Background: an optimization exercise with open tools, aiming at small area and a short achievable clock period. Do not read the settings as production practice. Function was checked by simulation only, so behaviour that the tests miss may differ from the original. Power and IR drop assume default switching activity.

File: flow/config.mk
export PLATFORM = sky130hd
export DESIGN_NAME = systolic_array
export DESIGN_NICKNAME = systolic_array
export VERILOG_FILES = /design/flow/design.v
export SDC_FILE = /design/flow/constraint.sdc
export NUM_CORES = 4
export LEC_CHECK = 0
export CAP_MARGIN = 20
export CORE_MARGIN = 2
export CORE_UTILIZATION = 50
export SETUP_SLACK_MARGIN = 5
export SLEW_MARGIN = 20
export SYNTH_HIERARCHICAL = 1
export SYNTH_MINIMUM_KEEP_SIZE = 0
File: flow/constraint.sdc
create_clock -name core_clock -period 10.0 [get_ports {clk}]
set_input_delay 2.0000 -clock core_clock [delete_from_list [all_inputs] [get_ports {clk}]]
set_output_delay 2.0000 -clock core_clock [all_outputs]
set_load 0.01 [all_outputs]
File: flow/design.v
`timescale 1ns/100ps
module mac_unit (
    input             clk,
    input             clr,
    input      [7:0]  x,
    input      [7:0]  w,
    output reg [23:0] acc
);
wire pp0_0 = x[0] & w[0];
wire pp0_1 = x[0] & w[1];
wire pp0_2 = x[0] & w[2];
wire pp0_3 = x[0] & w[3];
wire pp0_4 = x[0] & w[4];
wire pp0_5 = x[0] & w[5];
wire pp0_6 = x[0] & w[6];
wire pp0_7 = x[0] & w[7];
wire pp1_0 = x[1] & w[0];
wire pp1_1 = x[1] & w[1];
wire pp1_2 = x[1] & w[2];
wire pp1_3 = x[1] & w[3];
wire pp1_4 = x[1] & w[4];
wire pp1_5 = x[1] & w[5];
wire pp1_6 = x[1] & w[6];
wire pp1_7 = x[1] & w[7];
wire pp2_0 = x[2] & w[0];
wire pp2_1 = x[2] & w[1];
wire pp2_2 = x[2] & w[2];
wire pp2_3 = x[2] & w[3];
wire pp2_4 = x[2] & w[4];
wire pp2_5 = x[2] & w[5];
wire pp2_6 = x[2] & w[6];
wire pp2_7 = x[2] & w[7];
wire pp3_0 = x[3] & w[0];
wire pp3_1 = x[3] & w[1];
wire pp3_2 = x[3] & w[2];
wire pp3_3 = x[3] & w[3];
wire pp3_4 = x[3] & w[4];
wire pp3_5 = x[3] & w[5];
wire pp3_6 = x[3] & w[6];
wire pp3_7 = x[3] & w[7];
wire pp4_0 = x[4] & w[0];
wire pp4_1 = x[4] & w[1];
wire pp4_2 = x[4] & w[2];
wire pp4_3 = x[4] & w[3];
wire pp4_4 = x[4] & w[4];
wire pp4_5 = x[4] & w[5];
wire pp4_6 = x[4] & w[6];
wire pp4_7 = x[4] & w[7];
wire pp5_0 = x[5] & w[0];
wire pp5_1 = x[5] & w[1];
wire pp5_2 = x[5] & w[2];
wire pp5_3 = x[5] & w[3];
wire pp5_4 = x[5] & w[4];
wire pp5_5 = x[5] & w[5];
wire pp5_6 = x[5] & w[6];
wire pp5_7 = x[5] & w[7];
wire pp6_0 = x[6] & w[0];
wire pp6_1 = x[6] & w[1];
wire pp6_2 = x[6] & w[2];
wire pp6_3 = x[6] & w[3];
wire pp6_4 = x[6] & w[4];
wire pp6_5 = x[6] & w[5];
wire pp6_6 = x[6] & w[6];
wire pp6_7 = x[6] & w[7];
wire pp7_0 = x[7] & w[0];
wire pp7_1 = x[7] & w[1];
wire pp7_2 = x[7] & w[2];
wire pp7_3 = x[7] & w[3];
wire pp7_4 = x[7] & w[4];
wire pp7_5 = x[7] & w[5];
wire pp7_6 = x[7] & w[6];
wire pp7_7 = x[7] & w[7];
wire hs0, hc0;
ha_cell ha0 (acc[5], pp0_5, hs0, hc0);
wire fs0, fc0;
fa_cell fa0 (acc[6], pp0_6, pp1_5, fs0, fc0);
wire hs1, hc1;
ha_cell ha1 (pp2_4, pp3_3, hs1, hc1);
wire fs1, fc1;
fa_cell fa1 (acc[7], pp0_7, pp1_6, fs1, fc1);
wire fs2, fc2;
fa_cell fa2 (pp2_5, pp3_4, pp4_3, fs2, fc2);
wire hs2, hc2;
ha_cell ha2 (pp5_2, pp6_1, hs2, hc2);
wire fs3, fc3;
fa_cell fa3 (acc[8], pp1_7, pp2_6, fs3, fc3);
wire fs4, fc4;
fa_cell fa4 (pp3_5, pp4_4, pp5_3, fs4, fc4);
wire hs3, hc3;
ha_cell ha3 (pp6_2, pp7_1, hs3, hc3);
wire fs5, fc5;
fa_cell fa5 (acc[9], pp2_7, pp3_6, fs5, fc5);
wire fs6, fc6;
fa_cell fa6 (pp4_5, pp5_4, pp6_3, fs6, fc6);
wire fs7, fc7;
fa_cell fa7 (acc[10], pp3_7, pp4_6, fs7, fc7);
wire hs4, hc4;
ha_cell ha4 (acc[3], pp0_3, hs4, hc4);
wire fs8, fc8;
fa_cell fa8 (acc[4], pp0_4, pp1_3, fs8, fc8);
wire hs5, hc5;
ha_cell ha5 (pp2_2, pp3_1, hs5, hc5);
wire fs9, fc9;
fa_cell fa9 (pp1_4, pp2_3, pp3_2, fs9, fc9);
wire fs10, fc10;
fa_cell fa10 (pp4_1, pp5_0, hs0, fs10, fc10);
wire fs11, fc11;
fa_cell fa11 (pp4_2, pp5_1, pp6_0, fs11, fc11);
wire fs12, fc12;
fa_cell fa12 (hc0, hs1, fs0, fs12, fc12);
wire fs13, fc13;
fa_cell fa13 (pp7_0, hc1, hs2, fs13, fc13);
wire fs14, fc14;
fa_cell fa14 (fc0, fs1, fs2, fs14, fc14);
wire fs15, fc15;
fa_cell fa15 (hc2, hs3, fc1, fs15, fc15);
wire fs16, fc16;
fa_cell fa16 (fc2, fs3, fs4, fs16, fc16);
wire fs17, fc17;
fa_cell fa17 (pp7_2, hc3, fc3, fs17, fc17);
wire fs18, fc18;
fa_cell fa18 (fc4, fs5, fs6, fs18, fc18);
wire fs19, fc19;
fa_cell fa19 (pp5_5, pp6_4, pp7_3, fs19, fc19);
wire fs20, fc20;
fa_cell fa20 (fc5, fc6, fs7, fs20, fc20);
wire fs21, fc21;
fa_cell fa21 (acc[11], pp4_7, pp5_6, fs21, fc21);
wire fs22, fc22;
fa_cell fa22 (pp6_5, pp7_4, fc7, fs22, fc22);
wire fs23, fc23;
fa_cell fa23 (acc[12], pp5_7, pp6_6, fs23, fc23);
wire hs6, hc6;
ha_cell ha6 (acc[2], pp0_2, hs6, hc6);
wire fs24, fc24;
fa_cell fa24 (pp1_2, pp2_1, pp3_0, fs24, fc24);
wire fs25, fc25;
fa_cell fa25 (pp4_0, hc4, hs5, fs25, fc25);
wire fs26, fc26;
fa_cell fa26 (hc5, fc8, fs9, fs26, fc26);
wire fs27, fc27;
fa_cell fa27 (fc9, fs11, fc10, fs27, fc27);
wire fs28, fc28;
fa_cell fa28 (fc11, fs13, fc12, fs28, fc28);
wire fs29, fc29;
fa_cell fa29 (fc13, fc14, fs15, fs29, fc29);
wire fs30, fc30;
fa_cell fa30 (fc15, fc16, fs17, fs30, fc30);
wire fs31, fc31;
fa_cell fa31 (fs19, fc17, fc18, fs31, fc31);
wire fs32, fc32;
fa_cell fa32 (fc19, fs21, fc20, fs32, fc32);
wire fs33, fc33;
fa_cell fa33 (pp7_5, fc21, fs23, fs33, fc33);
wire fs34, fc34;
fa_cell fa34 (acc[13], pp6_7, pp7_6, fs34, fc34);
wire hs7, hc7;
ha_cell ha7 (acc[1], pp0_1, hs7, hc7);
wire fs35, fc35;
fa_cell fa35 (pp1_1, pp2_0, hs6, fs35, fc35);
wire fs36, fc36;
fa_cell fa36 (hc6, hs4, fs24, fs36, fc36);
wire fs37, fc37;
fa_cell fa37 (fc24, fs8, fs25, fs37, fc37);
wire fs38, fc38;
fa_cell fa38 (fc25, fs10, fs26, fs38, fc38);
wire fs39, fc39;
fa_cell fa39 (fc26, fs12, fs27, fs39, fc39);
wire fs40, fc40;
fa_cell fa40 (fs14, fc27, fs28, fs40, fc40);
wire fs41, fc41;
fa_cell fa41 (fs16, fc28, fs29, fs41, fc41);
wire fs42, fc42;
fa_cell fa42 (fs18, fc29, fs30, fs42, fc42);
wire fs43, fc43;
fa_cell fa43 (fs20, fc30, fs31, fs43, fc43);
wire fs44, fc44;
fa_cell fa44 (fs22, fc31, fs32, fs44, fc44);
wire fs45, fc45;
fa_cell fa45 (fc22, fs33, fc32, fs45, fc45);
wire fs46, fc46;
fa_cell fa46 (fc23, fs34, fc33, fs46, fc46);
wire fs47, fc47;
fa_cell fa47 (acc[14], pp7_7, fc34, fs47, fc47);
wire sumg0 = acc[0] & pp0_0;
wire sump0 = acc[0] ^ pp0_0;
wire sumg1 = pp1_0 & hs7;
wire sump1 = pp1_0 ^ hs7;
wire sumg2 = hc7 & fs35;
wire sump2 = hc7 ^ fs35;
wire sumg3 = fc35 & fs36;
wire sump3 = fc35 ^ fs36;
wire sumg4 = fc36 & fs37;
wire sump4 = fc36 ^ fs37;
wire sumg5 = fc37 & fs38;
wire sump5 = fc37 ^ fs38;
wire sumg6 = fc38 & fs39;
wire sump6 = fc38 ^ fs39;
wire sumg7 = fc39 & fs40;
wire sump7 = fc39 ^ fs40;
wire sumg8 = fc40 & fs41;
wire sump8 = fc40 ^ fs41;
wire sumg9 = fc41 & fs42;
wire sump9 = fc41 ^ fs42;
wire sumg10 = fc42 & fs43;
wire sump10 = fc42 ^ fs43;
wire sumg11 = fc43 & fs44;
wire sump11 = fc43 ^ fs44;
wire sumg12 = fc44 & fs45;
wire sump12 = fc44 ^ fs45;
wire sumg13 = fs46 & fc45;
wire sump13 = fs46 ^ fc45;
wire sumg14 = fs47 & fc46;
wire sump14 = fs47 ^ fc46;
wire sumg15 = acc[15] & fc47;
wire sump15 = acc[15] ^ fc47;
wire sumG0 = sumg1 | (sump1 & sumg0);
wire sumP0 = sump1 & sump0;
wire sumG1 = sumg3 | (sump3 & sumg2);
wire sumP1 = sump3 & sump2;
wire sumG2 = sumg5 | (sump5 & sumg4);
wire sumP2 = sump5 & sump4;
wire sumG3 = sumg7 | (sump7 & sumg6);
wire sumP3 = sump7 & sump6;
wire sumG4 = sumg9 | (sump9 & sumg8);
wire sumP4 = sump9 & sump8;
wire sumG5 = sumg11 | (sump11 & sumg10);
wire sumP5 = sump11 & sump10;
wire sumG6 = sumg13 | (sump13 & sumg12);
wire sumP6 = sump13 & sump12;
wire sumG7 = sumg15 | (sump15 & sumg14);
wire sumP7 = sump15 & sump14;
wire sumP8 = acc[17] & acc[16];
wire sumP9 = acc[19] & acc[18];
wire sumP10 = acc[21] & acc[20];
wire sumP11 = acc[23] & acc[22];
wire sumG12 = sumg2 | (sump2 & sumG0);
wire sumP12 = sump2 & sumP0;
wire sumG13 = sumG1 | (sumP1 & sumG0);
wire sumP13 = sumP1 & sumP0;
wire sumG14 = sumg6 | (sump6 & sumG2);
wire sumP14 = sump6 & sumP2;
wire sumG15 = sumG3 | (sumP3 & sumG2);
wire sumP15 = sumP3 & sumP2;
wire sumG16 = sumg10 | (sump10 & sumG4);
wire sumP16 = sump10 & sumP4;
wire sumG17 = sumG5 | (sumP5 & sumG4);
wire sumP17 = sumP5 & sumP4;
wire sumG18 = sumg14 | (sump14 & sumG6);
wire sumP18 = sump14 & sumP6;
wire sumG19 = sumG7 | (sumP7 & sumG6);
wire sumP19 = sumP7 & sumP6;
wire sumP20 = acc[18] & sumP8;
wire sumP21 = sumP9 & sumP8;
wire sumP22 = acc[22] & sumP10;
wire sumP23 = sumP11 & sumP10;
wire sumG24 = sumg4 | (sump4 & sumG13);
wire sumP24 = sump4 & sumP13;
wire sumG25 = sumG2 | (sumP2 & sumG13);
wire sumP25 = sumP2 & sumP13;
wire sumG26 = sumG14 | (sumP14 & sumG13);
wire sumP26 = sumP14 & sumP13;
wire sumG27 = sumG15 | (sumP15 & sumG13);
wire sumP27 = sumP15 & sumP13;
wire sumG28 = sumg12 | (sump12 & sumG17);
wire sumP28 = sump12 & sumP17;
wire sumG29 = sumG6 | (sumP6 & sumG17);
wire sumP29 = sumP6 & sumP17;
wire sumG30 = sumG18 | (sumP18 & sumG17);
wire sumP30 = sumP18 & sumP17;
wire sumG31 = sumG19 | (sumP19 & sumG17);
wire sumP31 = sumP19 & sumP17;
wire sumP32 = acc[20] & sumP21;
wire sumP33 = sumP10 & sumP21;
wire sumP34 = sumP22 & sumP21;
wire sumP35 = sumP23 & sumP21;
wire sumG36 = sumg8 | (sump8 & sumG27);
wire sumP36 = sump8 & sumP27;
wire sumG37 = sumG4 | (sumP4 & sumG27);
wire sumP37 = sumP4 & sumP27;
wire sumG38 = sumG16 | (sumP16 & sumG27);
wire sumP38 = sumP16 & sumP27;
wire sumG39 = sumG17 | (sumP17 & sumG27);
wire sumP39 = sumP17 & sumP27;
wire sumG40 = sumG28 | (sumP28 & sumG27);
wire sumP40 = sumP28 & sumP27;
wire sumG41 = sumG29 | (sumP29 & sumG27);
wire sumP41 = sumP29 & sumP27;
wire sumG42 = sumG30 | (sumP30 & sumG27);
wire sumP42 = sumP30 & sumP27;
wire sumG43 = sumG31 | (sumP31 & sumG27);
wire sumP43 = sumP31 & sumP27;
wire sumG44 = acc[16] & sumG43;
wire sumP44 = acc[16] & sumP43;
wire sumG45 = sumP8 & sumG43;
wire sumP45 = sumP8 & sumP43;
wire sumG46 = sumP20 & sumG43;
wire sumP46 = sumP20 & sumP43;
wire sumG47 = sumP21 & sumG43;
wire sumP47 = sumP21 & sumP43;
wire sumG48 = sumP32 & sumG43;
wire sumP48 = sumP32 & sumP43;
wire sumG49 = sumP33 & sumG43;
wire sumP49 = sumP33 & sumP43;
wire sumG50 = sumP34 & sumG43;
wire sumP50 = sumP34 & sumP43;
wire sumG51 = sumP35 & sumG43;
wire sumP51 = sumP35 & sumP43;
wire [23:0] sum = {acc[23] ^ sumG50, acc[22] ^ sumG49, acc[21] ^ sumG48, acc[20] ^ sumG47, acc[19] ^ sumG46, acc[18] ^ sumG45, acc[17] ^ sumG44, acc[16] ^ sumG43, sump15 ^ sumG42, sump14 ^ sumG41, sump13 ^ sumG40, sump12 ^ sumG39, sump11 ^ sumG38, sump10 ^ sumG37, sump9 ^ sumG36, sump8 ^ sumG27, sump7 ^ sumG26, sump6 ^ sumG25, sump5 ^ sumG24, sump4 ^ sumG13, sump3 ^ sumG12, sump2 ^ sumG0, sump1 ^ sumg0, sump0};
always @(posedge clk) begin
    if (clr)
        acc <= 24'd0;
    else
        acc <= sum;
end
endmodule
module mac_unit0 (
    input         clk,
    input         clr,
    input  [7:0]  x,
    input  [7:0]  w,
    output [23:0] sum
);
wire [23:0] acc = sum;
reg r_sumg0, r_sump0, r_sumG0, r_sumP0, r_sumG12, r_sumP12, r_sumG13, r_sumP13, r_sumG24, r_sumP24, r_sumG25, r_sumP25, r_sumG26, r_sumP26, r_sumG27, r_sumP27, r_sumg8, r_sump8, r_sumG4, r_sumP4, r_sumG16, r_sumP16, r_sumG17, r_sumP17, r_sumG28, r_sumP28, r_sumG29, r_sumP29, r_sumG30, r_sumP30, r_sumG31, r_sumP31, r_acc16, r_sumP8, r_sumP20, r_sumP21, r_sumP32, r_sumP33, r_sumP34, r_sumP35, r_sump1, r_sump2, r_sump3, r_sump4, r_sump5, r_sump6, r_sump7, r_sump9, r_sump10, r_sump11, r_sump12, r_sump13, r_sump14, r_sump15, r_acc17, r_acc18, r_acc19, r_acc20, r_acc21, r_acc22, r_acc23;
wire pp0_0 = x[0] & w[0];
wire pp0_1 = x[0] & w[1];
wire pp0_2 = x[0] & w[2];
wire pp0_3 = x[0] & w[3];
wire pp0_4 = x[0] & w[4];
wire pp0_5 = x[0] & w[5];
wire pp0_6 = x[0] & w[6];
wire pp0_7 = x[0] & w[7];
wire pp1_0 = x[1] & w[0];
wire pp1_1 = x[1] & w[1];
wire pp1_2 = x[1] & w[2];
wire pp1_3 = x[1] & w[3];
wire pp1_4 = x[1] & w[4];
wire pp1_5 = x[1] & w[5];
wire pp1_6 = x[1] & w[6];
wire pp1_7 = x[1] & w[7];
wire pp2_0 = x[2] & w[0];
wire pp2_1 = x[2] & w[1];
wire pp2_2 = x[2] & w[2];
wire pp2_3 = x[2] & w[3];
wire pp2_4 = x[2] & w[4];
wire pp2_5 = x[2] & w[5];
wire pp2_6 = x[2] & w[6];
wire pp2_7 = x[2] & w[7];
wire pp3_0 = x[3] & w[0];
wire pp3_1 = x[3] & w[1];
wire pp3_2 = x[3] & w[2];
wire pp3_3 = x[3] & w[3];
wire pp3_4 = x[3] & w[4];
wire pp3_5 = x[3] & w[5];
wire pp3_6 = x[3] & w[6];
wire pp3_7 = x[3] & w[7];
wire pp4_0 = x[4] & w[0];
wire pp4_1 = x[4] & w[1];
wire pp4_2 = x[4] & w[2];
wire pp4_3 = x[4] & w[3];
wire pp4_4 = x[4] & w[4];
wire pp4_5 = x[4] & w[5];
wire pp4_6 = x[4] & w[6];
wire pp4_7 = x[4] & w[7];
wire pp5_0 = x[5] & w[0];
wire pp5_1 = x[5] & w[1];
wire pp5_2 = x[5] & w[2];
wire pp5_3 = x[5] & w[3];
wire pp5_4 = x[5] & w[4];
wire pp5_5 = x[5] & w[5];
wire pp5_6 = x[5] & w[6];
wire pp5_7 = x[5] & w[7];
wire pp6_0 = x[6] & w[0];
wire pp6_1 = x[6] & w[1];
wire pp6_2 = x[6] & w[2];
wire pp6_3 = x[6] & w[3];
wire pp6_4 = x[6] & w[4];
wire pp6_5 = x[6] & w[5];
wire pp6_6 = x[6] & w[6];
wire pp6_7 = x[6] & w[7];
wire pp7_0 = x[7] & w[0];
wire pp7_1 = x[7] & w[1];
wire pp7_2 = x[7] & w[2];
wire pp7_3 = x[7] & w[3];
wire pp7_4 = x[7] & w[4];
wire pp7_5 = x[7] & w[5];
wire pp7_6 = x[7] & w[6];
wire pp7_7 = x[7] & w[7];
wire hs0, hc0;
ha_cell ha0 (acc[5], pp0_5, hs0, hc0);
wire fs0, fc0;
fa_cell fa0 (acc[6], pp0_6, pp1_5, fs0, fc0);
wire hs1, hc1;
ha_cell ha1 (pp2_4, pp3_3, hs1, hc1);
wire fs1, fc1;
fa_cell fa1 (acc[7], pp0_7, pp1_6, fs1, fc1);
wire fs2, fc2;
fa_cell fa2 (pp2_5, pp3_4, pp4_3, fs2, fc2);
wire hs2, hc2;
ha_cell ha2 (pp5_2, pp6_1, hs2, hc2);
wire fs3, fc3;
fa_cell fa3 (acc[8], pp1_7, pp2_6, fs3, fc3);
wire fs4, fc4;
fa_cell fa4 (pp3_5, pp4_4, pp5_3, fs4, fc4);
wire hs3, hc3;
ha_cell ha3 (pp6_2, pp7_1, hs3, hc3);
wire fs5, fc5;
fa_cell fa5 (acc[9], pp2_7, pp3_6, fs5, fc5);
wire fs6, fc6;
fa_cell fa6 (pp4_5, pp5_4, pp6_3, fs6, fc6);
wire fs7, fc7;
fa_cell fa7 (acc[10], pp3_7, pp4_6, fs7, fc7);
wire hs4, hc4;
ha_cell ha4 (acc[3], pp0_3, hs4, hc4);
wire fs8, fc8;
fa_cell fa8 (acc[4], pp0_4, pp1_3, fs8, fc8);
wire hs5, hc5;
ha_cell ha5 (pp2_2, pp3_1, hs5, hc5);
wire fs9, fc9;
fa_cell fa9 (pp1_4, pp2_3, pp3_2, fs9, fc9);
wire fs10, fc10;
fa_cell fa10 (pp4_1, pp5_0, hs0, fs10, fc10);
wire fs11, fc11;
fa_cell fa11 (pp4_2, pp5_1, pp6_0, fs11, fc11);
wire fs12, fc12;
fa_cell fa12 (hc0, hs1, fs0, fs12, fc12);
wire fs13, fc13;
fa_cell fa13 (pp7_0, hc1, hs2, fs13, fc13);
wire fs14, fc14;
fa_cell fa14 (fc0, fs1, fs2, fs14, fc14);
wire fs15, fc15;
fa_cell fa15 (hc2, hs3, fc1, fs15, fc15);
wire fs16, fc16;
fa_cell fa16 (fc2, fs3, fs4, fs16, fc16);
wire fs17, fc17;
fa_cell fa17 (pp7_2, hc3, fc3, fs17, fc17);
wire fs18, fc18;
fa_cell fa18 (fc4, fs5, fs6, fs18, fc18);
wire fs19, fc19;
fa_cell fa19 (pp5_5, pp6_4, pp7_3, fs19, fc19);
wire fs20, fc20;
fa_cell fa20 (fc5, fc6, fs7, fs20, fc20);
wire fs21, fc21;
fa_cell fa21 (acc[11], pp4_7, pp5_6, fs21, fc21);
wire fs22, fc22;
fa_cell fa22 (pp6_5, pp7_4, fc7, fs22, fc22);
wire fs23, fc23;
fa_cell fa23 (acc[12], pp5_7, pp6_6, fs23, fc23);
wire hs6, hc6;
ha_cell ha6 (acc[2], pp0_2, hs6, hc6);
wire fs24, fc24;
fa_cell fa24 (pp1_2, pp2_1, pp3_0, fs24, fc24);
wire fs25, fc25;
fa_cell fa25 (pp4_0, hc4, hs5, fs25, fc25);
wire fs26, fc26;
fa_cell fa26 (hc5, fc8, fs9, fs26, fc26);
wire fs27, fc27;
fa_cell fa27 (fc9, fs11, fc10, fs27, fc27);
wire fs28, fc28;
fa_cell fa28 (fc11, fs13, fc12, fs28, fc28);
wire fs29, fc29;
fa_cell fa29 (fc13, fc14, fs15, fs29, fc29);
wire fs30, fc30;
fa_cell fa30 (fc15, fc16, fs17, fs30, fc30);
wire fs31, fc31;
fa_cell fa31 (fs19, fc17, fc18, fs31, fc31);
wire fs32, fc32;
fa_cell fa32 (fc19, fs21, fc20, fs32, fc32);
wire fs33, fc33;
fa_cell fa33 (pp7_5, fc21, fs23, fs33, fc33);
wire fs34, fc34;
fa_cell fa34 (acc[13], pp6_7, pp7_6, fs34, fc34);
wire hs7, hc7;
ha_cell ha7 (acc[1], pp0_1, hs7, hc7);
wire fs35, fc35;
fa_cell fa35 (pp1_1, pp2_0, hs6, fs35, fc35);
wire fs36, fc36;
fa_cell fa36 (hc6, hs4, fs24, fs36, fc36);
wire fs37, fc37;
fa_cell fa37 (fc24, fs8, fs25, fs37, fc37);
wire fs38, fc38;
fa_cell fa38 (fc25, fs10, fs26, fs38, fc38);
wire fs39, fc39;
fa_cell fa39 (fc26, fs12, fs27, fs39, fc39);
wire fs40, fc40;
fa_cell fa40 (fs14, fc27, fs28, fs40, fc40);
wire fs41, fc41;
fa_cell fa41 (fs16, fc28, fs29, fs41, fc41);
wire fs42, fc42;
fa_cell fa42 (fs18, fc29, fs30, fs42, fc42);
wire fs43, fc43;
fa_cell fa43 (fs20, fc30, fs31, fs43, fc43);
wire fs44, fc44;
fa_cell fa44 (fs22, fc31, fs32, fs44, fc44);
wire fs45, fc45;
fa_cell fa45 (fc22, fs33, fc32, fs45, fc45);
wire fs46, fc46;
fa_cell fa46 (fc23, fs34, fc33, fs46, fc46);
wire fs47, fc47;
fa_cell fa47 (acc[14], pp7_7, fc34, fs47, fc47);
wire sumg0 = acc[0] & pp0_0;
wire sump0 = acc[0] ^ pp0_0;
wire sumg1 = pp1_0 & hs7;
wire sump1 = pp1_0 ^ hs7;
wire sumg2 = hc7 & fs35;
wire sump2 = hc7 ^ fs35;
wire sumg3 = fc35 & fs36;
wire sump3 = fc35 ^ fs36;
wire sumg4 = fc36 & fs37;
wire sump4 = fc36 ^ fs37;
wire sumg5 = fc37 & fs38;
wire sump5 = fc37 ^ fs38;
wire sumg6 = fc38 & fs39;
wire sump6 = fc38 ^ fs39;
wire sumg7 = fc39 & fs40;
wire sump7 = fc39 ^ fs40;
wire sumg8 = fc40 & fs41;
wire sump8 = fc40 ^ fs41;
wire sumg9 = fc41 & fs42;
wire sump9 = fc41 ^ fs42;
wire sumg10 = fc42 & fs43;
wire sump10 = fc42 ^ fs43;
wire sumg11 = fc43 & fs44;
wire sump11 = fc43 ^ fs44;
wire sumg12 = fc44 & fs45;
wire sump12 = fc44 ^ fs45;
wire sumg13 = fs46 & fc45;
wire sump13 = fs46 ^ fc45;
wire sumg14 = fs47 & fc46;
wire sump14 = fs47 ^ fc46;
wire sumg15 = acc[15] & fc47;
wire sump15 = acc[15] ^ fc47;
wire sumG0 = sumg1 | (sump1 & sumg0);
wire sumP0 = sump1 & sump0;
wire sumG1 = sumg3 | (sump3 & sumg2);
wire sumP1 = sump3 & sump2;
wire sumG2 = sumg5 | (sump5 & sumg4);
wire sumP2 = sump5 & sump4;
wire sumG3 = sumg7 | (sump7 & sumg6);
wire sumP3 = sump7 & sump6;
wire sumG4 = sumg9 | (sump9 & sumg8);
wire sumP4 = sump9 & sump8;
wire sumG5 = sumg11 | (sump11 & sumg10);
wire sumP5 = sump11 & sump10;
wire sumG6 = sumg13 | (sump13 & sumg12);
wire sumP6 = sump13 & sump12;
wire sumG7 = sumg15 | (sump15 & sumg14);
wire sumP7 = sump15 & sump14;
wire sumP8 = acc[17] & acc[16];
wire sumP9 = acc[19] & acc[18];
wire sumP10 = acc[21] & acc[20];
wire sumP11 = acc[23] & acc[22];
wire sumG12 = sumg2 | (sump2 & sumG0);
wire sumP12 = sump2 & sumP0;
wire sumG13 = sumG1 | (sumP1 & sumG0);
wire sumP13 = sumP1 & sumP0;
wire sumG14 = sumg6 | (sump6 & sumG2);
wire sumP14 = sump6 & sumP2;
wire sumG15 = sumG3 | (sumP3 & sumG2);
wire sumP15 = sumP3 & sumP2;
wire sumG16 = sumg10 | (sump10 & sumG4);
wire sumP16 = sump10 & sumP4;
wire sumG17 = sumG5 | (sumP5 & sumG4);
wire sumP17 = sumP5 & sumP4;
wire sumG18 = sumg14 | (sump14 & sumG6);
wire sumP18 = sump14 & sumP6;
wire sumG19 = sumG7 | (sumP7 & sumG6);
wire sumP19 = sumP7 & sumP6;
wire sumP20 = acc[18] & sumP8;
wire sumP21 = sumP9 & sumP8;
wire sumP22 = acc[22] & sumP10;
wire sumP23 = sumP11 & sumP10;
wire sumG24 = sumg4 | (sump4 & sumG13);
wire sumP24 = sump4 & sumP13;
wire sumG25 = sumG2 | (sumP2 & sumG13);
wire sumP25 = sumP2 & sumP13;
wire sumG26 = sumG14 | (sumP14 & sumG13);
wire sumP26 = sumP14 & sumP13;
wire sumG27 = sumG15 | (sumP15 & sumG13);
wire sumP27 = sumP15 & sumP13;
wire sumG28 = sumg12 | (sump12 & sumG17);
wire sumP28 = sump12 & sumP17;
wire sumG29 = sumG6 | (sumP6 & sumG17);
wire sumP29 = sumP6 & sumP17;
wire sumG30 = sumG18 | (sumP18 & sumG17);
wire sumP30 = sumP18 & sumP17;
wire sumG31 = sumG19 | (sumP19 & sumG17);
wire sumP31 = sumP19 & sumP17;
wire sumP32 = acc[20] & sumP21;
wire sumP33 = sumP10 & sumP21;
wire sumP34 = sumP22 & sumP21;
wire sumP35 = sumP23 & sumP21;
always @(posedge clk) begin
    if (clr) begin
        r_sumg0 <= 1'b0;
        r_sump0 <= 1'b0;
        r_sumG0 <= 1'b0;
        r_sumP0 <= 1'b0;
        r_sumG12 <= 1'b0;
        r_sumP12 <= 1'b0;
        r_sumG13 <= 1'b0;
        r_sumP13 <= 1'b0;
        r_sumG24 <= 1'b0;
        r_sumP24 <= 1'b0;
        r_sumG25 <= 1'b0;
        r_sumP25 <= 1'b0;
        r_sumG26 <= 1'b0;
        r_sumP26 <= 1'b0;
        r_sumG27 <= 1'b0;
        r_sumP27 <= 1'b0;
        r_sumg8 <= 1'b0;
        r_sump8 <= 1'b0;
        r_sumG4 <= 1'b0;
        r_sumP4 <= 1'b0;
        r_sumG16 <= 1'b0;
        r_sumP16 <= 1'b0;
        r_sumG17 <= 1'b0;
        r_sumP17 <= 1'b0;
        r_sumG28 <= 1'b0;
        r_sumP28 <= 1'b0;
        r_sumG29 <= 1'b0;
        r_sumP29 <= 1'b0;
        r_sumG30 <= 1'b0;
        r_sumP30 <= 1'b0;
        r_sumG31 <= 1'b0;
        r_sumP31 <= 1'b0;
        r_acc16 <= 1'b0;
        r_sumP8 <= 1'b0;
        r_sumP20 <= 1'b0;
        r_sumP21 <= 1'b0;
        r_sumP32 <= 1'b0;
        r_sumP33 <= 1'b0;
        r_sumP34 <= 1'b0;
        r_sumP35 <= 1'b0;
        r_sump1 <= 1'b0;
        r_sump2 <= 1'b0;
        r_sump3 <= 1'b0;
        r_sump4 <= 1'b0;
        r_sump5 <= 1'b0;
        r_sump6 <= 1'b0;
        r_sump7 <= 1'b0;
        r_sump9 <= 1'b0;
        r_sump10 <= 1'b0;
        r_sump11 <= 1'b0;
        r_sump12 <= 1'b0;
        r_sump13 <= 1'b0;
        r_sump14 <= 1'b0;
        r_sump15 <= 1'b0;
        r_acc17 <= 1'b0;
        r_acc18 <= 1'b0;
        r_acc19 <= 1'b0;
        r_acc20 <= 1'b0;
        r_acc21 <= 1'b0;
        r_acc22 <= 1'b0;
        r_acc23 <= 1'b0;
    end else begin
        r_sumg0 <= sumg0;
        r_sump0 <= sump0;
        r_sumG0 <= sumG0;
        r_sumP0 <= sumP0;
        r_sumG12 <= sumG12;
        r_sumP12 <= sumP12;
        r_sumG13 <= sumG13;
        r_sumP13 <= sumP13;
        r_sumG24 <= sumG24;
        r_sumP24 <= sumP24;
        r_sumG25 <= sumG25;
        r_sumP25 <= sumP25;
        r_sumG26 <= sumG26;
        r_sumP26 <= sumP26;
        r_sumG27 <= sumG27;
        r_sumP27 <= sumP27;
        r_sumg8 <= sumg8;
        r_sump8 <= sump8;
        r_sumG4 <= sumG4;
        r_sumP4 <= sumP4;
        r_sumG16 <= sumG16;
        r_sumP16 <= sumP16;
        r_sumG17 <= sumG17;
        r_sumP17 <= sumP17;
        r_sumG28 <= sumG28;
        r_sumP28 <= sumP28;
        r_sumG29 <= sumG29;
        r_sumP29 <= sumP29;
        r_sumG30 <= sumG30;
        r_sumP30 <= sumP30;
        r_sumG31 <= sumG31;
        r_sumP31 <= sumP31;
        r_acc16 <= acc[16];
        r_sumP8 <= sumP8;
        r_sumP20 <= sumP20;
        r_sumP21 <= sumP21;
        r_sumP32 <= sumP32;
        r_sumP33 <= sumP33;
        r_sumP34 <= sumP34;
        r_sumP35 <= sumP35;
        r_sump1 <= sump1;
        r_sump2 <= sump2;
        r_sump3 <= sump3;
        r_sump4 <= sump4;
        r_sump5 <= sump5;
        r_sump6 <= sump6;
        r_sump7 <= sump7;
        r_sump9 <= sump9;
        r_sump10 <= sump10;
        r_sump11 <= sump11;
        r_sump12 <= sump12;
        r_sump13 <= sump13;
        r_sump14 <= sump14;
        r_sump15 <= sump15;
        r_acc17 <= acc[17];
        r_acc18 <= acc[18];
        r_acc19 <= acc[19];
        r_acc20 <= acc[20];
        r_acc21 <= acc[21];
        r_acc22 <= acc[22];
        r_acc23 <= acc[23];
    end
end
wire sumG36 = r_sumg8 | (r_sump8 & r_sumG27);
wire sumP36 = r_sump8 & r_sumP27;
wire sumG37 = r_sumG4 | (r_sumP4 & r_sumG27);
wire sumP37 = r_sumP4 & r_sumP27;
wire sumG38 = r_sumG16 | (r_sumP16 & r_sumG27);
wire sumP38 = r_sumP16 & r_sumP27;
wire sumG39 = r_sumG17 | (r_sumP17 & r_sumG27);
wire sumP39 = r_sumP17 & r_sumP27;
wire sumG40 = r_sumG28 | (r_sumP28 & r_sumG27);
wire sumP40 = r_sumP28 & r_sumP27;
wire sumG41 = r_sumG29 | (r_sumP29 & r_sumG27);
wire sumP41 = r_sumP29 & r_sumP27;
wire sumG42 = r_sumG30 | (r_sumP30 & r_sumG27);
wire sumP42 = r_sumP30 & r_sumP27;
wire sumG43 = r_sumG31 | (r_sumP31 & r_sumG27);
wire sumP43 = r_sumP31 & r_sumP27;
wire sumG44 = r_acc16 & sumG43;
wire sumP44 = r_acc16 & sumP43;
wire sumG45 = r_sumP8 & sumG43;
wire sumP45 = r_sumP8 & sumP43;
wire sumG46 = r_sumP20 & sumG43;
wire sumP46 = r_sumP20 & sumP43;
wire sumG47 = r_sumP21 & sumG43;
wire sumP47 = r_sumP21 & sumP43;
wire sumG48 = r_sumP32 & sumG43;
wire sumP48 = r_sumP32 & sumP43;
wire sumG49 = r_sumP33 & sumG43;
wire sumP49 = r_sumP33 & sumP43;
wire sumG50 = r_sumP34 & sumG43;
wire sumP50 = r_sumP34 & sumP43;
wire sumG51 = r_sumP35 & sumG43;
wire sumP51 = r_sumP35 & sumP43;
assign sum = {r_acc23 ^ sumG50, r_acc22 ^ sumG49, r_acc21 ^ sumG48, r_acc20 ^ sumG47, r_acc19 ^ sumG46, r_acc18 ^ sumG45, r_acc17 ^ sumG44, r_acc16 ^ sumG43, r_sump15 ^ sumG42, r_sump14 ^ sumG41, r_sump13 ^ sumG40, r_sump12 ^ sumG39, r_sump11 ^ sumG38, r_sump10 ^ sumG37, r_sump9 ^ sumG36, r_sump8 ^ r_sumG27, r_sump7 ^ r_sumG26, r_sump6 ^ r_sumG25, r_sump5 ^ r_sumG24, r_sump4 ^ r_sumG13, r_sump3 ^ r_sumG12, r_sump2 ^ r_sumG0, r_sump1 ^ r_sumg0, r_sump0};
endmodule
module fa_cell (input a, input b, input c, output s, output co);
assign s = a ^ b ^ c;
assign co = (a & b) | (a & c) | (b & c);
endmodule
module ha_cell (input a, input b, output s, output co);
assign s = a ^ b;
assign co = a & b;
endmodule
`timescale 1ns/100ps
module systolic_array #(
    parameter NUM_ROW = 8,
    parameter NUM_COL = 8,
    parameter IN_WORD_SIZE = 8,
    parameter OUT_WORD_SIZE = 24
)(
    input                                           clk,
    input                                           rst,
    input      [NUM_COL*IN_WORD_SIZE-1:0]           top_inputs,
    input      [NUM_ROW*IN_WORD_SIZE-1:0]           left_inputs,
    output reg                                      compute_done,
    output reg [OUT_WORD_SIZE-1:0]                  cycles_count,
    output     [0:OUT_WORD_SIZE*NUM_ROW*NUM_COL-1]  pe_register_vals
);
localparam W = IN_WORD_SIZE;
localparam ND = NUM_ROW + NUM_COL - 2;    
always @(posedge clk) begin
    if (rst)
        cycles_count <= 0;
    else
        cycles_count <= cycles_count + 1;
end
always @(posedge clk) begin
    if (rst)
        compute_done <= 1'b0;
    else if (cycles_count == 22)
        compute_done <= 1'b1;
end
reg [ND-1:0] rst_hist;
always @(posedge clk)
    rst_hist <= {rst_hist[ND-2:0] | {(ND-1){rst}}, rst};
wire [ND:0] clr = {rst_hist | {ND{rst}}, rst};
genvar i, j;
generate
for (i = 0; i < NUM_ROW; i = i + 1) begin : row
    localparam N = i + NUM_COL - 1;
    reg  [W*N-1:0] dl;
    wire [W*(N+1)-1:0] st = {dl, left_inputs[W*i +: W]};
    always @(posedge clk)
        dl <= st[W*N-1:0];
end
for (j = 0; j < NUM_COL; j = j + 1) begin : col
    localparam N = j + NUM_ROW - 1;
    reg  [W*N-1:0] dl;
    wire [W*(N+1)-1:0] st = {dl, top_inputs[W*j +: W]};
    always @(posedge clk)
        dl <= st[W*N-1:0];
end
for (i = 0; i < NUM_ROW; i = i + 1) begin : pr
    for (j = 0; j < NUM_COL; j = j + 1) begin : pc
        if (i + j == 0) begin : g0
            mac_unit0 pe (
                .clk (clk),
                .clr (clr[0]),
                .x   (left_inputs[0 +: W]),
                .w   (top_inputs[0 +: W]),
                .sum (pe_register_vals[0 +: OUT_WORD_SIZE])
            );
        end else begin : g
            mac_unit pe (
                .clk (clk),
                .clr (clr[i+j]),
                .x   (row[i].st[W*(i+j) +: W]),
                .w   (col[j].st[W*(i+j) +: W]),
                .acc (pe_register_vals[OUT_WORD_SIZE*(NUM_COL*i+j) +: OUT_WORD_SIZE])
            );
        end
    end
end
endgenerate
endmodule
File: flow/run.sh
#!/bin/bash
# synth_recipe.tcl (not shown) runs the flow's synth.tcl, then flattens the netlist and writes it again
# the make line also repeats each setting of config.mk as NAME=value (left out here)
make -C /OpenROAD-flow-scripts/flow DESIGN_CONFIG=/design/flow/config.mk WORK_HOME=/design/flow/orfs CLKGATE_MAP_FILE= SYNTH_SCRIPT=/design/flow/synth_recipe.tcl finish
==> results of run 1 <==
synth_stat cells (2+ instances only):
cell type	count
and2_1	4100
fa_1	3324
dfxtp_1	2948
ha_1	1540
nor2_1	1176
a21oi_1	650
inv_1	641
nand2_1	460
xor2_1	393
nor3_1	381
o21ai_0	325
xnor2_1	266
or3_1	258
a21o_1	252
nor2b_1	218
o21a_1	189
nand3_1	134
nand4_1	134
clkbuf_1	132
a21oi_2	127
a21oi_4	64
nand4_2	64
o21ai_1	64
a21boi_2	63
a21o_2	63
a22o_4	63
a311oi_1	63
a31o_1	63
a31oi_1	63
a41o_1	63
nor3b_2	63
or2_2	14
and3_1	10
a211oi_1	4
mux2_2	4
nor4_1	4
buf_2	3
or4_1	3
a41oi_1	2
and4_1	2
buf_1	2
inv_2	2
nand2b_1	2
report_power, final:
group,total (mW),leakage [nW],internal (mW),switching [mW]
Sequential,13.1,24.3,12.2,0.859
Clock,13.9,6.02,8.29,5.57
Combinational,18.2,76.1,8.25,9.93
layout by cell type (no fill, tap or decap), types with 33 or more instances in the layout:
cell type and n:
inv_1 641, nor2_1 1176, dfxtp_1 2946, xnor2_1 266, a31oi_1 63, a22o_4 63
clkbuf_8 56, a21o_1 252, a311oi_1 63, nand4_2 64, nor3_1 381, xor2_1 393
a31o_1 63, clkbuf_16 353, a41o_1 63, o21ai_1 63, clkinv_2 53, o21a_1 189
o21ai_0 325, clkinvlp_4 33, fa_1 3322, nor3b_2 63, a21boi_2 63, a21oi_1 650
nand3_1 134, nand4_1 134, clkbuf_1 44, a21o_2 63, clkdlybuf4s50_1 1683, a21oi_4 64
bufinv_16 52, and2_1 4100, a21oi_2 127, ha_1 1540, nor2b_1 218, nand2_1 460
or3_1 258
Yosys stat by module, one instance, submodules excluded:
| module | cell area [µm²] | flops+latches | copies in the design |
|---|---|---|---|
| systolic_array | 28500 | 1383 | 1 |
| mac_unit0 | 2540 | 53 | 1 |
| mac_unit | 1750 | 24 | 63 |
| fa_cell | 20.0 | 0 | 3072 |
| ha_cell | 12.5 | 0 | 512 |
per-stage QoR:
step                      setup WS [ns]  area [µm²]  instances  power [mW]  hold slack, ns
after floorplan                    5.00      209000      18400        27.2           0.310
after global placement             4.10      232000      25500        31.2           0.310
after detailed placement           4.06      232000      25500        31.4           0.312
after CTS                          5.13      245000      26100        45.6           0.305
after global routing               4.98      245000      26100        48.6           0.313
final                              5.08      245000      26100        45.1           0.302
cell families (layout without fill, tap and decap cells):
logic type	Yosys count	in the layout	share of synthesized area (%)
AOI/OAI and AO/OA	2124	2124	7.31
xor gates and xnor gates	659	659	2.76
adders and majority gates	4864	4864	41.1
buffers and inverters	783	2984	1.41
DFF	2948	2948	28.2
muxes	4	4	0.0216
other	0	24	0
and+or+nand+nor	7030	7030	19.2
state kept, by name, indices dropped and copies added, names as in the netlist, 14 cells and up:
signal          count
cycles_count       24
pr.pc.g.pe.acc   1512
col.dl            672
row.dl            672
rst_hist           14
cell type report:
| cell class | instances | area, µm² | area share (%) |
|---|---|---|---|
| Clock inverter | 181 | 2680 | 1.09 |
| Antenna cell | 24 | 60.1 | 0.0245 |
| Multi-Input combinational cell | 14700 | 147000 | 60.0 |
| Tap cell | 5497 | 6880 | 2.81 |
| Inverter | 644 | 2420 | 0.987 |
| Clock buffer | 453 | 9770 | 3.99 |
| Timing Repair Buffer | 1706 | 17100 | 6.98 |
| Sequential cell | 2948 | 59000 | 24.1 |
how the worst max path moves through the flow:
stage	startpoint	endpoint	slack, ns	cells after the start
6_report	top_inputs[4]	pr[0].pc[0].g0.pe.r_sumG31$_SDFF_PP0_	5.08	11
4_1_cts	left_inputs[2]	pr[0].pc[0].g0.pe.r_sumG31$_SDFF_PP0_	5.13	11
5_1_grt	top_inputs[6]	pr[0].pc[0].g0.pe.r_sumG31$_SDFF_PP0_	4.98	11
2_1_floorplan	top_inputs[7]	pr[0].pc[0].g0.pe.r_sumG31$_SDFF_PP0_	5.00	10
3_3_place_gp	left_inputs[2]	pr[0].pc[0].g0.pe.r_sumG31$_SDFF_PP0_	4.10	11
3_5_place_dp	left_inputs[2]	pr[0].pc[0].g0.pe.r_sumG31$_SDFF_PP0_	4.06	11
layer usage:
layer  track usage, %  routed length (µm)
met4             16.9               43000
met3             6.27               36200
met1             35.8              248000
met5                0                   0
met2             49.5              296000
repair_timing:
| item | 4_1_cts | 5_1_grt |
|---|---|---|
| hold buffers | 0 | 0 |
| setup endpoints to repair | 1 | 3 |
| resized for setup | 1 | 7 |
| pin swaps | 0 | 0 |
==> results.toml, run 1 <==
[logic_synthesis]
synth_area_um2 = 209000
synth-main-ff-cell = "dfxtp_1"
syn_area_per_cell_um2 = 11.3
ys_seq_elements = 2948
synthCells = 18400
ys_types = 59
yosysSeqAreaShare_pct = 28.2
syn_nets = 23400
synth_edf_count = 0
synthArstFlopShare_pct = 0
yosys_warnings = 9
synthTopCellsByArea = "fa_1 (32%), dfxtp_1 (28%), and2_1 (12%)"
yosysTopAreaCell = "fa_1"
synth_top_area_share_pct = 31.8

[floorplan]
dieArea_um2 = 423000
placementRows = 237
die_x_um = 650
ios = 1691
coreArea_um2 = 416000
initial_core_util_pct = 50.2
die_h_um = 650

[route]
via_per_inst = 5.34
vias = 140000
avgRoutedWirePerCell_um = 23.9
drtIter0Drc = 6484
first_pass_iters = 5
wl_um = 623000
ant_nets = 0
drc = 0

[power]
peakVddDrop_mv = 0.163
p_per_area_nw_per_um2 = 184
p_leak_nw = 106

[timing]
rsz0062_at_grt = "yes"
setup-tns-final_ns = 0
fmax_ghz = 0.203
clock_skew_ns = 0.0641
maxSlewHeadroom_pct = 28.8
worstMarginPinSlew_ns = 1.07
setup_viol = 0
period_share_pct = 49.2
finalCriticalPeriod_ns = 4.92
hold_violations = 0
slew_viol_final = 0

[global_route]
grt_antenna_before_repair = 28
grt_pass1_vias = 151000
grt.total_usage_pct = 29.7
grt_max_degree = 135
grt_first_pass_wirelength_um = 955000
overflow = 0

[cts]
post_cts_buffers = 0
root_buffer = "clkbuf_16"
cts_buffers = 347
cts.htree.levels = 5
cts_tree = "built"
worstSkewPairLatency_ns = 1.00
cts_buffer_depth = 4
path_clk_slew_ns = 0.06
clock-sinks = 2948

[outcome]
status = "timing/DRC/antenna clean"

[worst_hold_path]
holdPathStages = 0
hold_start = "col[2].dl[4]$_DFF_P_"
worstHoldPathType = "reg2reg"
whs_endpoint = "col[2].dl[12]$_DFF_P_"

[placed_design]
portBuffers = 1690
hpwlAfterDp_um = 504000
gp_congestion = 0.912

[setup_path]
reg2reg_from = "row[6].dl[59]$_DFF_P_"
worst_setup_path_start_kind = "input port"
slowest_delay_ns = 0.60
required_ns = 10.81
arrival_ns = 5.74
cp_slowest_cell = "clkdlybuf4s50_1"
crit_family = "adder cells"
r2r_slack_ns = 5.21
crit_top_cell = "fa_1"
worstPathCellList = "clkdlybuf4s50_1 > and2_1 > fa_1 > fa_2 > fa_1 > fa_1 > ha_1 > a21oi_2 > o21ai_2 > a221oi_2 > a211oi_1"
cp_num_buf_inv = 1
timing.critical_path.fanout_max = 9
critPathCaptureType = "flop"
reg2reg_depth = 15
worst_r2r_endpoint = "pr[6].pc[2].g.pe.acc[17]$_SDFF_PP0_"
path_class = "in2reg"

[layout]
num-nets-final = 25300
fill_cells = 35400
drive_gt1_share_pct = 5.57
area_growth_pct = 17.2
final_util_pct = 58.8

[run]
maxCapViolCount = 0
==> run 2, diff against run 1 <==
==> flow/flow/run.sh (new file) <==
#!/bin/bash
set -euo pipefail
cd "$(dirname "$0")/.."
bash standard.sh "BUFFER_PORTS_ARGS=-buffer_cell sky130_fd_sc_hd__buf_1" \
    SETUP_SLACK_MARGIN=6 finish > orfs_make.log 2>&1
==> flow/standard.sh (new file) <==
#!/bin/bash
# synth_recipe.tcl (not shown) runs the flow's synth.tcl, then flattens the netlist and writes it again
# the make line also repeats each setting of config.mk as NAME=value (left out here)
make -C /OpenROAD-flow-scripts/flow DESIGN_CONFIG=/design/flow/config.mk WORK_HOME=/design/flow/orfs CLKGATE_MAP_FILE= SYNTH_SCRIPT=/design/flow/synth_recipe.tcl "${@:-finish}"
--- a/flow/config.mk
+++ b/flow/config.mk
@@ -8,7 +8,6 @@
 export CAP_MARGIN = 20
 export CORE_MARGIN = 2
 export CORE_UTILIZATION = 50
-export SETUP_SLACK_MARGIN = 5
 export SLEW_MARGIN = 20
 export SYNTH_HIERARCHICAL = 1
 export SYNTH_MINIMUM_KEEP_SIZE = 0
removed: flow/run.sh
==> run 2 against run 1 <==
Against the previous run: still clean on timing, DRC and antenna; combinational power grew 48%; die area is the same; clock power shrank 4%; wire length grew 4.8%; sequential share of layout area shrank 0.55 points; largest power group unchanged; highest routed layer unchanged.
==> results.toml, run 2 <==
[setup_path]
r2r_slack_ns = 5.75
worst_r2r_endpoint = "pr[6].pc[7].g.pe.acc[16]$_SDFF_PP0_"
critPathCaptureType = "flop"
reg2reg_from = "row[6].dl[97]$_DFF_P_"
timing.critical_path.fanout_max = 4
worst_setup_path_start_kind = "flop"
arrival_ns = 5.04
required_ns = 10.79
path_class = "reg2reg"
reg2reg_depth = 15

[layout]
largest_register_ffs = 1512
top_register = "pr.pc.g.pe.acc"
drive_gt1_share_pct = 27.0
final_util_pct = 63.3
finalNonFillerCells = 27500
mostFrequentLayoutCells = "and2_1 (3721), fa_1 (2697), dfxtp_1 (2003), buf_1 (1633), nor2_1 (1146)"
regArea_um2 = 62100
area_growth_pct = 26.2
top_regs = "pr.pc.g.pe.acc (1512), col.dl (672), row.dl (672)"
multiInputGateArea_um2 = 163000
fill_cells = 33500
layout_commonest_cell = "and2_1"
num-nets-final = 26700

[timing]
setup_viol = 0
fmax_ghz = 0.235
setup-tns-final_ns = 0
worstMarginPinSlew_ns = 1.07
whs_ns = 0.308
rsz0062_at_grt = "yes"
clock_skew_ns = 0.0468
slew_viol_final = 0
maxSlewHeadroom_pct = 28.8
hold_violations = 0
period_share_pct = 42.5
finalCriticalPeriod_ns = 4.25

[power]
peakVddDrop_mv = 0.192
p_leak_nw = 111
p_per_area_nw_per_um2 = 202

[placed_design]
dp.cells = 25500
portBuffers = 1690
hpwlAfterDp_um = 495000
gp_congestion = 0.898

[floorplan]
coreArea_um2 = 416000
die_x_um = 650
placementRows = 237
ios = 1691
dieArea_um2 = 423000
die_h_um = 650
initial_core_util_pct = 50.2

[logic_synthesis]
ys_seq_elements = 2948
synth_edf_count = 0
syn_area_per_cell_um2 = 11.3
yosysMostFrequentCell = "and2_1"
synth_area_um2 = 209000
yosys_warnings = 9
synth_top_area_share_pct = 31.8
synthArstFlopShare_pct = 0
yosys-top-cells-count = "and2_1 (4100), fa_1 (3324), dfxtp_1 (2948), ha_1 (1540), nor2_1 (1176)"
ys_types = 59
synthTopCellsByArea = "fa_1 (32%), dfxtp_1 (28%), and2_1 (12%)"
yosysTopAreaCell = "fa_1"
syn_nets = 23400
synthCells = 18400
synth-main-ff-cell = "dfxtp_1"
yosysSeqAreaShare_pct = 28.2

[global_route]
grt_first_pass_wirelength_um = 978000
overflow = 0
grt_antenna_before_repair = 13
grt_pass1_vias = 156000
grt_max_degree = 117
grt.total_usage_pct = 30.3

[worst_hold_path]
holdPathStages = 0
hold_start = "row[5].dl[26]$_DFF_P_"
whs_endpoint = "row[5].dl[34]$_DFF_P_"
worstHoldPathType = "reg2reg"

[route]
first_pass_iters = 5
drtIter0Drc = 6838
wl_um = 653000
via_per_inst = 5.39
vias = 148000
ant_nets = 0
avgRoutedWirePerCell_um = 23.8
drc = 0

[cts]
clock-sinks = 2948
cts.htree.levels = 5
hold_buffers = 0
cts_buffer_depth = 4
root_buffer = "clkbuf_16"
cts_buffers = 351
path_clk_slew_ns = 0.06
worstSkewPairLatency_ns = 0.97
cts_tree = "built"

[outcome]
status = "timing/DRC/antenna clean"

[run]
maxCapViolCount = 0
## run 2: layout make-up
type / count / share of cell area [%]
multi-input combinational: 14700 / 61.7
sequential: 2948 / 23.6
timing repair buffer: 3009 / 6.70
clock buffer: 465 / 3.77
tap: 5497 / 2.61
inverter: 644 / 0.919
clock inverter: 171 / 0.787
antenna: 7 / 0.00664
## run 2: through the flow
| stage | total power [mW] | area, µm² | setup slack, ns |
|---|---|---|---|
| after CTS | 49.7 | 252000 | 5.75 |
| after floorplan | 28.7 | 212000 | 5.08 |
| after detailed placement | 32.8 | 225000 | 4.47 |
| after global routing | 56.8 | 264000 | 5.64 |
| after global placement | 32.6 | 225000 | 4.52 |
| final | 53.3 | 264000 | 5.75 |
## run 2: what timing repair did
item                                    in CTS  in global routing
endpoints found under the setup margin     775                861
pin swaps                                 1063                996
setup buffers                              841                455
gates cloned                                34                 18
resized for setup                         2547               1670
## run 2: logic make-up (layout without fill, tap and decap cells)
kind of cell,after synthesis,count (layout),synth area share [%]
flip-flops,2948,2948,28.2
AO/OA/AOI/OAI,2124,2173,7.31
XOR/XNOR,659,659,2.76
multiplexers,4,4,0.0216
other,0,7,0
adder cells (fa/ha/maj),4864,4864,41.1
AND/OR/NAND/NOR,7030,7031,19.2
buffers and inverters,783,4289,1.41
## run 2: Yosys stat by module (local to each module, per instance)
| module | cell area [µm²] | cells |
|---|---|---|
| fa_cell | 20.0 | 1 |
| mac_unit | 1750 | 207 |
| systolic_array | 28500 | 1512 |
| mac_unit0 | 2540 | 275 |
| ha_cell | 12.5 | 1 |
## run 2: critical path: stages (launching register included)
cell     delay (ns)
dfxtp_4        0.36
buf_6          0.11
and2_4         0.15
fa_2           0.45
fa_2           0.37
fa_1           0.49
fa_1           0.57
ha_4           0.24
a21oi_4        0.14
o21a_1         0.17
o21ai_2        0.07
a22o_4         0.24
a31o_1         0.19
a21o_1         0.19
ha_4           0.23
nor2b_1        0.11
## run 2: power breakdown
| part | switching (mW) | internal, mW | leakage [nW] |
|---|---|---|---|
| logic | 13.4 | 13.6 | 81.0 |
| clock network | 5.49 | 7.90 | 5.82 |
| registers | 0.728 | 12.2 | 24.5 |
## run 2: worst max path at each step
stage,startpoint,end,cells past startpoint
floorplan,left_inputs[2],pr[0].pc[0].g0.pe.r_sumG31$_SDFF_PP0_,10
global placement,left_inputs[3],pr[0].pc[0].g0.pe.r_sumG31$_SDFF_PP0_,11
detailed placement,left_inputs[3],pr[0].pc[0].g0.pe.r_sumG31$_SDFF_PP0_,11
CTS,row[1].dl[53]$_DFF_P_,pr[1].pc[6].g.pe.acc[17]$_SDFF_PP0_,15
global route,row[6].dl[76]$_DFF_P_,pr[6].pc[4].g.pe.acc[23]$_SDFF_PP0_,14
finish,row[6].dl[97]$_DFF_P_,pr[6].pc[7].g.pe.acc[16]$_SDFF_PP0_,15
## run 2: routing by layer
| layer | global-route usage (%) | up-vias | part of all wire (%) |
|---|---|---|---|
| li1 | - | 67500 | - |
| met1 | 36.6 | 76300 | 39 |
| met2 | 49.9 | 3295 | 48 |
| met3 | 6.14 | 1099 | 5.7 |
| met4 | 18.8 | 0 | 7.6 |
| met5 | 0 | - | 0 |
==> run 3, diff against run 2 <==
==> flow/flow/run.sh (replaced) <==
#!/bin/bash
set -euo pipefail
cd "$(dirname "$0")/.."
bash standard.sh "BUFFER_PORTS_ARGS=-buffer_cell sky130_fd_sc_hd__buf_1" \
    SETUP_SLACK_MARGIN=6 TNS_END_PERCENT=5 finish > orfs_make.log 2>&1
==> run 3 against run 2 <==
Against the previous run: combinational power down 19%; worst hold slack better by 0.0067 ns; still clean; clock-buffer cell count down 12.
==> results.toml, run 3 <==
[outcome]
status = "timing/DRC/antenna clean"

[route]
avgRoutedWirePerCell_um = 23.6
wl_um = 634000
first_pass_iters = 5
via_per_inst = 5.36
drc = 0
vias = 144000
ant_nets = 0
drtIter0Drc = 6713

[setup_path]
arrival_ns = 5.16
worst_setup_path_start_kind = "input port"
timing.critical_path.fanout_max = 9
required_ns = 10.84
slowest_delay_ns = 0.56
worstPathCellList = "buf_2 > and2_1 > fa_2 > fa_2 > fa_1 > fa_1 > ha_2 > nor2b_1 > and2_1 > and3_4 > and3_1"
cp_slowest_cell = "fa_2"
critPathCaptureType = "flop"
path_class = "in2reg"

[timing]
worstMarginPinSlew_ns = 1.10
clock_skew_ns = 0.0499
hold_violations = 0
setup-tns-final_ns = 0
period_share_pct = 43.2
setup_viol = 0
rsz0062_at_grt = "yes"
finalCriticalPeriod_ns = 4.32
slew_viol_final = 0
fmax_ghz = 0.231
maxSlewHeadroom_pct = 27.0

[layout]
finalNonFillerCells = 26900
largest_register_ffs = 1512
mostFrequentLayoutCells = "and2_1 (3998), fa_1 (2980), dfxtp_1 (2024), buf_1 (1672), ha_1 (1308)"
top_regs = "pr.pc.g.pe.acc (1512), col.dl (672), row.dl (672)"
num-nets-final = 26100
area_growth_pct = 18.6
drive_gt1_share_pct = 17.8
top_register = "pr.pc.g.pe.acc"
layout_commonest_cell = "and2_1"

[power]
p_leak_nw = 106
p_per_area_nw_per_um2 = 197
peakVddDrop_mv = 0.214

[floorplan]
die_h_um = 650
die_x_um = 650
dieArea_um2 = 423000
coreArea_um2 = 416000
initial_core_util_pct = 50.2
placementRows = 237
ios = 1691

[worst_hold_path]
worstHoldPathType = "reg2reg"

[global_route]
overflow = 0
grt_antenna_before_repair = 18
grt_pass1_vias = 154000
grt.total_usage_pct = 30.0
grt_max_degree = 129
grt_first_pass_wirelength_um = 966000

[cts]
cts_buffers = 351
cts_buffer_depth = 4
worstSkewPairLatency_ns = 0.99
path_clk_slew_ns = 0.06
cts_tree = "built"
root_buffer = "clkbuf_16"
clock-sinks = 2948
cts.htree.levels = 5

[logic_synthesis]
synthCells = 18400
yosys_warnings = 9
syn_area_per_cell_um2 = 11.3
ys_seq_elements = 2948
synthTopCellsByArea = "fa_1 (32%), dfxtp_1 (28%), and2_1 (12%)"
ys_types = 59
syn_nets = 23400
yosys-top-cells-count = "and2_1 (4100), fa_1 (3324), dfxtp_1 (2948), ha_1 (1540), nor2_1 (1176)"
synth_top_area_share_pct = 31.8
yosysTopAreaCell = "fa_1"
yosysMostFrequentCell = "and2_1"
synth-main-ff-cell = "dfxtp_1"
synth_edf_count = 0
yosysSeqAreaShare_pct = 28.2
synthArstFlopShare_pct = 0
synth_area_um2 = 209000

[placed_design]
hpwlAfterDp_um = 496000
gp_congestion = 0.903
portBuffers = 1690
dp.cells = 25500

[run]
maxCapViolCount = 0
==> run 3: per-layer routing <==
layer / up-vias / track usage (%) / share of wire (%)
li1: 66100 / - / -
met1: 73600 / 36.1 / 39
met2: 3220 / 49.9 / 48
met3: 1085 / 6.28 / 5.8
met4: 0 / 17.2 / 7.1
met5: - / 0 / 0
==> run 3: worst paths after layout <==
path / from / to / slack (ns) / cells after the start
max reg2reg: col[0].dl[54]$_DFF_P_ / pr[7].pc[0].g.pe.acc[17]$_SDFF_PP0_ / 5.72 / 15
min: row[2].dl[3]$_DFF_P_ / row[2].dl[11]$_DFF_P_ / 0.32 / 0
min reg2reg: row[2].dl[3]$_DFF_P_ / row[2].dl[11]$_DFF_P_ / 0.32 / 0
max: left_inputs[0] / pr[0].pc[0].g0.pe.r_sumP29$_SDFF_PP0_ / 5.68 / 11
==> run 3: worst max-delay path: cells and delay by family <==
kind	cells	cell delay [ns]
adders and majority gates	5	2.14
buffers and inverters	1	0.16
and+or+nand+nor	5	0.86
==> run 3: kinds of logic (layout without fill, tap and decap cells) <==
kind of cell	count (synthesis)	count (layout)	share of synthesized area, %
simple gates	7030	7030	19.2
buf+inv	783	3717	1.41
xor+xnor	659	659	2.76
flops	2948	2948	28.2
mux	4	4	0.0216
compound gates	2124	2128	7.31
fa+ha+maj	4864	4864	41.1
other cells	0	16	0
==> run 3: repair_timing <==
action,4_1_cts,5_1_grt
endpoints found under the setup margin,864,808
buffers inserted,549,171
hold buffers,0,0
gates resized for setup,2268,355
pin swaps,634,299
cloned,0,4
==> run 3: per-module statistics from Yosys, one instance, submodules excluded <==
module | cells inside | flip-flops and latches | copies in the design | cell area (µm²)
fa_cell | 1 | 0 | 3072 | 20.0
ha_cell | 1 | 0 | 512 | 12.5
mac_unit | 207 | 24 | 63 | 1750
mac_unit0 | 275 | 53 | 1 | 2540
systolic_array | 1512 | 1383 | 1 | 28500
==> run 3: where the power goes <==
group,switching [mW],leakage (nW),internal [mW]
registers,0.759,24.5,12.2
logic,11.4,75.7,10.4
clock network,5.61,6.10,8.38
==> run 3: through the flow <==
step	total power, mW	hold WS (ns)	instance area, µm²	setup slack [ns]	util, %
6_report	48.8	0.315	248000	5.68	59.5
2_1_floorplan	27.3	0.310	209000	5.06	-
4_1_cts	48.1	0.316	245000	5.77	58.8
5_1_grt	52.2	0.315	248000	5.62	59.5
3_3_place_gp	31.0	0.310	222000	4.40	53.3
3_5_place_dp	31.2	0.312	222000	4.45	53.3
==> run 3: cell type report <==
| type | count | area (µm²) |
|---|---|---|
| Antenna cell | 16 | 40.0 |
| Clock buffer | 453 | 9800 |
| Clock inverter | 192 | 2790 |
| Fill cell | 35300 | 168000 |
| Inverter | 644 | 2420 |
| Multi-Input combinational cell | 14700 | 152000 |
| Sequential cell | 2948 | 61700 |
| Tap cell | 5497 | 6880 |
| Timing Repair Buffer | 2428 | 12100 |

-- separate check: timing with driven ports --
In the flow no input, the clock included, has a driving cell. The finished layouts below were timed again as built, in two steps.
Step 1 sets driving cells, clkbuf_16 on the clock port and buf_2 on the other inputs (assumed; they add their load-dependent delay and slew).
Step 2 times the ports against the registers' clock, not the clock port: input delays grow and output delays shrink by t, the midpoint of the rising clock arrivals with the driver on.
Three values: no drivers, after step 1, after step 2; two values: the first two.
run	t (ns)	setup slack, ns	worst data-port slew with drivers (ns)	cell pins on the clock port's net
run 1	1.086	5.077 / 5.128 / 4.083	0.16	1
run 2	1.071	5.751 / 5.695 / 4.742	0.10	1
run 3	1.090	5.680 / 5.725 / 4.701	0.18	1
After both steps setup and hold are still met in every run listed. For run 2, which loses most, drivers alone change the setup slack by -0.056 ns; drivers and shift together by -1.009 ns.
